Source: an optimization exercise on an open RTL-to-GDS flow (aim: small area). Production flows keep margins and buffers that such runs may drop.
Function was checked by simulation only, so behaviour that the tests miss may differ from the original.
Power figures rest on the tool's default switching activity, not on a simulated workload.

==> design.v <==
module traffic_light_controller(
    input clk_in,
    input rst,
    input sw0,
    input sw1,
    input [2:0] btn,
    output reg [6:0] seg,
    output reg red,
    output reg yellow,
    output reg green,
    output reg red2,
    output reg yellow2,
    output reg green2
);
localparam RED = 2'd0, GREEN = 2'd1, YELLOW = 2'd2;
reg [3:0] cnt;
wire tick = (cnt == 4'd0);
always @(posedge clk_in)
    if (rst) cnt <= 4'd0;
    else     cnt <= cnt + 4'd1;
reg rst_d;      
reg fresh;      
always @(posedge clk_in) begin
    rst_d <= rst;
    fresh <= rst | (fresh & ~(tick & ~rst_d));
end
wire c0     = (cnt == 4'd1);                   
wire c1     = (cnt == 4'd2);                   
wire c2     = (cnt == 4'd3);                   
wire act_t8 = (cnt >= 4'd1) && (cnt <= 4'd8);   
wire act_t4 = (cnt >= 4'd9) && (cnt <= 4'd12);  
wire act_t  = act_t8 | act_t4;                  
wire act_c8 = (cnt >= 4'd3) && (cnt <= 4'd10);  
wire act_c2 = (cnt == 4'd11) || (cnt == 4'd12); 
wire act_c  = act_c8 | act_c2;                  
reg [2:0] q_btn;
reg       q_up;
reg       q_tclr, q_tinc;    
reg [1:0] q_csrc;            
reg       q_cclr;            
reg       q_cb;              
wire [3:0] r_lo, y_lo, g_lo;
wire rn0, rn1, yn0, yn1, gn0, gn1;
tl_time u_r (.clk(clk_in), .c0(c0), .fresh(fresh), .k0(c1), .k1(c0),
             .en(q_btn[0]), .up(q_up), .n0(rn0), .n1(rn1), .lo(r_lo));
tl_time u_y (.clk(clk_in), .c0(c0), .fresh(fresh), .k0(c0), .k1(1'b0),
             .en(q_btn[1]), .up(q_up), .n0(yn0), .n1(yn1), .lo(y_lo));
tl_time u_g (.clk(clk_in), .c0(c0), .fresh(fresh), .k0(1'b0), .k1(c0),
             .en(q_btn[2]), .up(q_up), .n0(gn0), .n1(gn1), .lo(g_lo));
reg [1:0] st;
reg xn0, xn1, ln0, ln1;
reg [3:0] l_lo;
always @(*) begin
    case (st)
        GREEN:   begin xn0 = gn0; xn1 = gn1; ln0 = yn0; ln1 = yn1; l_lo = y_lo; end
        YELLOW:  begin xn0 = yn0; xn1 = yn1; ln0 = rn0; ln1 = rn1; l_lo = r_lo; end
        default: begin xn0 = rn0; xn1 = rn1; ln0 = gn0; ln1 = gn1; l_lo = g_lo; end
    endcase
end
reg [7:0] te8, to8;      
reg [3:0] te4, to4;      
reg       tc;            
wire ta0 = (act_t8 ? te8[0] : te4[0]) & ~(fresh | q_tclr);
wire ta1 = (act_t8 ? to8[0] : to4[0]) & ~(fresh | q_tclr);
wire tcin = c0 ? q_tinc : tc;
wire tn0 = ta0 ^ tcin;
wire tk  = tcin & ta0;
wire tn1 = ta1 ^ tk;
always @(posedge clk_in) begin
    tc  <= tk & ta1;
    te8 <= {act_t8 ? tn0 : te8[0], te8[7:1]};
    to8 <= {act_t8 ? tn1 : to8[0], to8[7:1]};
    te4 <= {act_t4 ? tn0 : te4[0], te4[3:1]};
    to4 <= {act_t4 ? tn1 : to4[0], to4[3:1]};
end
wire tb0 = act_t & tn0;
wire tb1 = act_t & tn1;
reg tz3;
always @(posedge clk_in)
    if (c1)         tz3 <= ~tn1;
    else if (act_t) tz3 <= tz3 & ~tn0 & ~tn1;
reg [3:0] clo;           
reg       cz;            
reg [7:0] ce8, co8;      
reg [1:0] ce2, co2;      
reg       cbr;           
wire ca0 = (act_c8 ? ce8[0] : ce2[0]) & ~(fresh | q_cclr);
wire ca1 = (act_c8 ? co8[0] : co2[0]) & ~(fresh | q_cclr);
wire cbin = c2 ? q_cb : cbr;
wire ck  = cbin & ~ca0;
reg cn0, cn1;
always @(*) begin
    case (q_csrc)
        2'd1:    begin cn0 = rn0; cn1 = rn1; end
        2'd2:    begin cn0 = yn0; cn1 = yn1; end
        2'd3:    begin cn0 = gn0; cn1 = gn1; end
        default: begin cn0 = ca0 ^ cbin; cn1 = ca1 ^ ck; end
    endcase
end
always @(posedge clk_in) begin
    cbr <= ck & ~ca1;
    ce8 <= {act_c8 ? cn0 : ce8[0], ce8[7:1]};
    co8 <= {act_c8 ? cn1 : co8[0], co8[7:1]};
    ce2 <= {act_c2 ? cn0 : ce2[0], ce2[1]};
    co2 <= {act_c2 ? cn1 : co2[0], co2[1]};
end
reg c1f;
always @(posedge clk_in)
    if (c2)         c1f <= cn0 & ~cn1;
    else if (act_c) c1f <= c1f & ~cn0 & ~cn1;
reg lz, l1, lf;
always @(posedge clk_in)
    if (c2) begin
        lz <= ~ln0 & ~ln1;
        l1 <= ln0 & ~ln1;
        lf <= ln0 & ln1;
    end else if (act_c) begin
        lz <= lz & ~ln0 & ~ln1;
        l1 <= l1 & ~ln0 & ~ln1;
        lf <= lf & ln0 & ln1;
    end
reg db;                  
reg [1:0] dlo;           
reg dz, dones;           
wire dbin = c0 ? 1'b0 : db;
wire d0  = tb0 ^ xn0 ^ dbin;
wire db1 = (~tb0 & xn0) | (~(tb0 ^ xn0) & dbin);
wire d1  = tb1 ^ xn1 ^ db1;
always @(posedge clk_in) begin
    db <= (~tb1 & xn1) | (~(tb1 ^ xn1) & db1);
    if (c0) begin
        dlo   <= {d1, d0};
        dz    <= 1'b1;
        dones <= 1'b1;
    end else begin
        dz    <= dz & ~d0 & ~d1;
        dones <= dones & d0 & d1;
    end
end
wire dz_f  = ~rst_d & dz & ~d0 & ~d1;
wire do_f  = ~rst_d & dones & d0 & d1;
wire is_m1 = do_f & (dlo == 2'd3);
wire is_0  = dz_f & (dlo == 2'd0);
wire is_1  = dz_f & (dlo == 2'd1);
wire is_2  = dz_f & (dlo == 2'd2);
wire [2:0] tlo = rst_d ? 3'd0 : {te8[2], to8[1], te8[1]};
wire tz  = rst_d | tz3;
wire t_0 = tz & (tlo == 3'd0);
wire t_1 = tz & (tlo == 3'd1);
wire t_2 = tz & (tlo == 3'd2);
wire t_4 = tz & (tlo == 3'd4);
reg en_x, en_l;
always @(*) begin
    case (st)
        GREEN:   begin en_x = btn[2]; en_l = btn[1]; end
        YELLOW:  begin en_x = btn[1]; en_l = btn[0]; end
        default: begin en_x = btn[0]; en_l = btn[2]; end
    endcase
end
wire eq_a = ~en_x ? is_0 : (sw1 ? is_1 : is_m1);    
wire eq_b = ~en_x ? is_1 : (sw1 ? is_2 : is_0);     
wire [3:0] l_new = l_lo + (en_l ? (sw1 ? 4'd1 : 4'd15) : 4'd0);
wire l_cy = en_l & sw1 & (l_lo == 4'd15);
wire l_bw = en_l & ~sw1 & (l_lo == 4'd0);
wire c_bw = (clo == 4'd0);
always @(posedge clk_in) begin
    if (tick) begin
        q_btn <= btn;
        q_up  <= sw1;
    end
    if (rst) begin
        st <= RED;
        clo <= 4'd6;
        cz  <= 1'b1;
        red <= 1'b1; yellow <= 1'b0; green <= 1'b0;
        red2 <= 1'b0; yellow2 <= 1'b0; green2 <= 1'b1;
    end else if (tick) begin
        q_tclr <= 1'b0;
        q_tinc <= 1'b1;
        q_csrc <= 2'd0;
        q_cclr <= 1'b0;
        q_cb   <= c_bw;
        clo    <= clo - 4'd1;
        if (c_bw) cz <= c1f & ~rst_d;
        if (sw0) begin
            red <= 1'b0; green <= 1'b0; red2 <= 1'b0; green2 <= 1'b0;
            q_cclr <= 1'b1;
            q_cb   <= 1'b0;
            clo    <= 4'd10;
            cz     <= 1'b1;
            q_tclr <= 1'b1;
            q_tinc <= t_0;
            if (t_1) begin
                yellow  <= ~yellow;
                yellow2 <= ~yellow2;
            end else begin
                yellow  <= 1'b0;
                yellow2 <= 1'b1;
            end
        end else begin
            if (eq_a) begin
                q_csrc <= (st == GREEN) ? 2'd2 : (st == YELLOW) ? 2'd1 : 2'd3;
                q_cb   <= 1'b0;
                clo    <= l_new;
                cz     <= l_cy ? lf : l_bw ? l1 : lz;
            end
            case (st)
                GREEN: begin
                    if (eq_a) begin
                        st <= YELLOW;
                        q_tclr <= 1'b1; q_tinc <= 1'b0;
                        red <= 1'b0; yellow <= 1'b1; green <= 1'b0;
                        red2 <= 1'b1; yellow2 <= 1'b0; green2 <= 1'b0;
                    end
                end
                YELLOW: begin
                    if (eq_a) begin
                        red <= 1'b1; yellow <= 1'b0; green <= 1'b0;
                        red2 <= 1'b1; yellow2 <= 1'b0; green2 <= 1'b0;
                    end else if (eq_b) begin
                        st <= RED;
                        q_tclr <= 1'b1; q_tinc <= 1'b0;
                        q_cb <= 1'b0;
                        clo <= clo;
                        cz  <= cz;
                        red <= 1'b1; yellow <= 1'b0; green <= 1'b0;
                        red2 <= 1'b0; yellow2 <= 1'b0; green2 <= 1'b1;
                    end
                end
                default: begin
                    if (t_2) begin
                        red2 <= 1'b0; yellow2 <= 1'b1; green2 <= 1'b0;
                    end
                    if (t_4) begin
                        red2 <= 1'b1; yellow2 <= 1'b0; green2 <= 1'b0;
                    end
                    if (eq_a) begin
                        st <= GREEN;
                        q_tclr <= 1'b1; q_tinc <= 1'b0;
                        red <= 1'b0; yellow <= 1'b0; green <= 1'b1;
                        red2 <= 1'b1; yellow2 <= 1'b0; green2 <= 1'b0;
                    end
                end
            endcase
        end
    end
end
always @(*) begin
    if (!cz) seg = 7'b1111111;
    else case (clo)
        4'd0: seg = 7'b1000000;
        4'd1: seg = 7'b1111001;
        4'd2: seg = 7'b0100100;
        4'd3: seg = 7'b0110000;
        4'd4: seg = 7'b0011001;
        4'd5: seg = 7'b0010010;
        4'd6: seg = 7'b0000010;
        4'd7: seg = 7'b1111000;
        4'd8: seg = 7'b0000000;
        4'd9: seg = 7'b0010000;
        default: seg = 7'b1111111;
    endcase
end
endmodule
module tl_time(
    input clk,
    input c0,            
    input fresh,         
    input k0,
    input k1,
    input en,            
    input up,            
    output n0,           
    output n1,
    output [3:0] lo      
);
reg [15:0] e, o;
reg cy;
wire a0 = fresh ? k0 : e[0];
wire a1 = fresh ? k1 : o[0];
wire cin = c0 ? en : cy;
assign n0 = a0 ^ cin;
wire k = cin & ~(a0 ^ up);
assign n1 = a1 ^ k;
always @(posedge clk) begin
    cy <= k & ~(a1 ^ up);
    e <= {n0, e[15:1]};
    o <= {n1, o[15:1]};
end
assign lo = {o[2], e[2], o[1], e[1]};
endmodule
==> run.sh <==
#!/bin/bash
# synth_recipe.tcl (not shown) runs the flow's synth.tcl, then flattens the netlist and writes it again
# the make line also repeats each setting of config.mk as NAME=value (left out here)
make -C /OpenROAD-flow-scripts/flow DESIGN_CONFIG=/design/flow/config.mk WORK_HOME=/design/flow/orfs CLKGATE_MAP_FILE= SYNTH_SCRIPT=/design/flow/synth_recipe.tcl finish
==> config.mk <==
export PLATFORM = sky130hd
export DESIGN_NAME = traffic_light_controller
export DESIGN_NICKNAME = traffic_light_controller
export VERILOG_FILES = /design/flow/design.v
export SDC_FILE = /design/flow/constraint.sdc
export NUM_CORES = 4
export LEC_CHECK = 0
export ABC_AREA = 1
export CAP_MARGIN = 20
export CORE_MARGIN = 2
export CORE_UTILIZATION = 40
export SLEW_MARGIN = 20
==> constraint.sdc <==
create_clock -name core_clock -period 8.0 [get_ports {clk_in}]
set_input_delay 1.6000 -clock core_clock [delete_from_list [all_inputs] [get_ports {clk_in}]]
set_output_delay 1.6000 -clock core_clock [all_outputs]
set_load 0.01 [all_outputs]
==> results.txt <==
-- cells in the mapped netlist --
library cell  number  share of area [%]
nand3_4            1               0.27
dfxtp_1          174                 54
clkinv_1           2               0.12
nor2_1            52                3.0
nand3b_1           2               0.23
buf_2              1              0.078
ha_1              21                4.1
a21oi_1           13                1.0
nand4_1            7               0.68
edfxtp_1          17                7.9
o21a_1             1               0.12
a31oi_1            3               0.29
and2_1             1              0.097
inv_2             10               0.58
clkbuf_1           5               0.29
or2_1              1              0.097
nor2_2             1              0.097
fa_1               3               0.94
buf_6              1               0.18
nand3_1           48                3.7
nor2_4             3               0.53
nand2_1          141                8.2
nor4_1             1              0.097
o21ai_1            9               0.70
o211ai_1           5               0.58
a22oi_1            1               0.12
nand3_2            4               0.62
xnor2_1            4               0.55
nor3_1             4               0.31
xor2_2             1               0.25
inv_1             70                4.1
nand2_2            7               0.68
xor2_1             7               0.95
o21ai_0           28                2.2
o21ai_2            1               0.14
or2_2              9               0.88
nand2_4            3               0.53
or2_0              3               0.29
o31ai_1            1               0.12
-- through the flow --
step	hold WS (ps)	power [W]	instances	utilization [%]
after global placement	310	0.00175	894	43.4
after floorplan	310	0.00160	666	-
after global routing	331	0.00272	926	47.1
after CTS	326	0.00259	926	47.1
final	323	0.00257	926	47.1
after detailed placement	312	0.00176	894	43.4
-- worst min-delay path by stage --
| stage | end | cells after the start | slack, ps |
|---|---|---|---|
| 2_1_floorplan | ce2[0] | 0 | 310 |
| 3_3_place_gp | ce8[0] | 0 | 310 |
| 3_5_place_dp | ce8[2] | 0 | 310 |
| 4_1_cts | u_y.e[6] | 0 | 330 |
| 5_1_grt | te4[1] | 0 | 330 |
| 6_report | u_r.e[3] | 0 | 320 |
-- logic make-up (layout without fill, tap and decap cells) --
group | count (synthesis) | count (layout)
xor+xnor | 12 | 12
buf+inv | 89 | 133
compound gates | 62 | 62
fa+ha+maj | 24 | 24
simple gates | 288 | 288
flops | 191 | 191
-- registers in the layout, indices dropped and copies added (netlist names), 2 cells and up, named ones only --
| signal | cells |
|---|---|
| u_g.e | 16 |
| u_g.o | 16 |
| u_r.e | 16 |
| u_r.o | 16 |
| u_y.e | 16 |
| u_y.o | 16 |
| ce8 | 8 |
| co8 | 8 |
| te8 | 8 |
| to8 | 8 |
| clo | 4 |
| cnt | 4 |
| te4 | 4 |
| to4 | 4 |
| q_btn | 3 |
| ce2 | 2 |
| co2 | 2 |
| dlo | 2 |
| q_csrc | 2 |
| st | 2 |
-- worst max-delay path, delay by kind of cell, from the launching register on --
family                   cells  cell delay, ps
AND/OR/NAND/NOR             16            2230
adder cells (fa/ha/maj)      5            1570
buffers and inverters        6             490
AO/OA/AOI/OAI                3             390
flip-flops                   1             360
-- routing by layer --
metal  wire length, um  part of all wire (%)  global-route usage, %  vias to the layer above
li1                  -                     -                      -                     2174
met1              5690                    47                   19.0                     2009
met2              5660                    47                   24.9                       80
met3               503                   4.2                   4.32                       17
met4               226                   1.9                   6.88                        0
met5                 0                     0                      0                        -
-- report_power, final --
part | total, W | internal (W) | switching, W
logic | 0.000502 | 0.000186 | 0.000316
registers | 0.00124 | 0.00118 | 0.0000649
clock network | 0.000822 | 0.000455 | 0.000368
-- final cells by class --
| class | instances | area (um2) |
|---|---|---|
| clock buffers | 20 | 457 |
| clock inverters | 12 | 123 |
| fillers | 1438 | 8340 |
| inverters | 82 | 308 |
| multi-input cells | 386 | 2090 |
| flip-flops and latches | 191 | 3990 |
| well taps | 216 | 270 |
| repair buffers | 19 | 190 |
-- cell usage in the layout (no fill, tap or decap), types with 10 or more instances in the layout --
master / netlist / layout
inv_1: 70 / 70
clkbuf_16: 0 / 17
nor2_1: 52 / 52
nand3_1: 48 / 48
a21oi_1: 13 / 13
nand2_1: 141 / 141
o21ai_0: 28 / 28
edfxtp_1: 17 / 17
clkdlybuf4s50_1: 0 / 19
inv_2: 10 / 10
dfxtp_1: 174 / 174
ha_1: 21 / 21
==> impl_results.md <==
* LEAKAGE at 3.28 nW
* ANT cells at 0
* CTS tree: yes
* Via/cell ratio at 4.62
* Synth Cell Area at approximately 6400 um2
* First-pass GRT wire length at 19.7 mm
* Largest family of logic cells by synthesized area: simple AND/OR/NAND/NOR gates
* Core Rows at 46
* Relative slew slack at 53.9%
* Largest net degree at the start of global routing at 22
* CTS H-tree depth at 4
* Initial antenna violation count at 0
* Vert. Die Dim at 131 um
* Post-CTS Setup Repair Bufs at 0
* Worst setup EP type: register
* Status: timing/DRC/antenna clean
* Synth Net Count at approximately 700
* Share of cells above drive strength 1 at approximately a tenth
* Critical path data required time at 8320 ps
* Worst clock skew at 6.75 ps
* CP Class: reg2reg
* Library cells used by synthesis at 39
* Power per cell area at 345 nW/um2
* DRT iter0 DRCs at approximately 280
* Reg2reg setup slack at 2860 ps
* Setup slack after layout at 2860 ps
* Yosys Warn Count at 2
* CTS Root Buffer Type: clkbuf_16
* DP Worst Slack at 2930 ps
* Endpoints failing hold at 0
* HP Start: u_r.e[4]
* DR WL/cell at 13.0 um
* Adder-Cell Fraction of Synth Area at under 10%
* IO Port Bufs at 19
* CP max stage cell: nor2_2
* Die ar. at 17100 um2
* Clk latency of the worst-skew pair at approximately 430 ps
* Core area at 15800 um2
* Cells on worst reg2reg path at 30
* Clock tree buffer depth at 2
* #FFs+latches synth at 191
* Grt total ovfl at 0
* Clock sink count at 191
* Post-cts resize count at 0
* Setup TNS at 0 ps
* CP max FO at 12
* Hold buffer count at CTS at 0
* Die width at 131 um
* Unrepaired setup endpoints after global routing: no
* Sequential fraction of the synthesis area at 62.2%
* Avg Cell Area, Syn at 9.64 um2
* Drt pass-1 iters at 5
* Max stage delay on crit path at 500 ps
* CP startpoint: cnt[0]
* Simple-Gate Fraction of Synth Area at 20.4%
* Synth Area in Compound Gates at between 5 and 6%
* Total track usage at 15.3%
* Worst VDD drop at 0.170 mV
* Placer Congestion at 0.913
* Number of nets in the layout at 728
* Inserted Clock Buffers at 17
* Final setup viols at 0
* Slew at the pin closest to its max-slew limit at between 600 and 700 ps
* Routed WL at 12.1 mm
* MaxCap Viol Count at 0
* Mux contribution to synthesized area at 0%
* Io pins at 20
* Antenna-violating nets left at 0
* Syn-to-layout area delta at 15.6%
* Fin. max-slew vios at 0
* Crit share post-route at between 60% and 70%
* Dpl hpwl at 8.70 mm
* Startpoint Class: register
* Post-synthesis xor/xnor area fraction at 1.75%
* Max Clk Rate at 0.195 GHz
* CTS clk-pin slew, worst paths at 70 ps
* DRC Markers at 0
* Number of global-route vias before repair at 4075
* Initial core utilization at between 40% and 50%
* Min cycle time layout at between 5000 and 6000 ps
* Critical Path AT at 5460 ps
* Reg2Reg Launch Point: cnt[0]
* Via Count at between 4000 and 5000
* HP Class: reg2reg
* Final Instance Area at 7430 um2
* Syn Inst Count at 666
* Area after DPL at just under 7000 um2

afterwards: timing with drivers on the ports:
Ports are ideal in the flow. The routed layout listed here was re-timed in OpenROAD.
Step 1 (the two cells are an assumption about what drives the block):
set clk [get_ports {clk_in}]
set_driving_cell -lib_cell sky130_fd_sc_hd__clkbuf_16 $clk
set_driving_cell -lib_cell sky130_fd_sc_hd__buf_2 [delete_from_list [all_inputs] $clk]
Step 2 also shifts input and output timing later by t, the mid clock arrival at the registers, as if the neighbouring blocks saw the same clock.
Slacks: ideal / step 1 / step 2; pairs: ideal / step 1.
t, ns: 0.464
setup slack, ns: 2.862 / 2.862 / 2.862
worst register clock-pin slew, ns: 0.07 / 0.07
After both steps this run still meets setup and hold. The setup slack of this run moves by 0.000 ns with the drivers and by 0.000 ns with both steps.
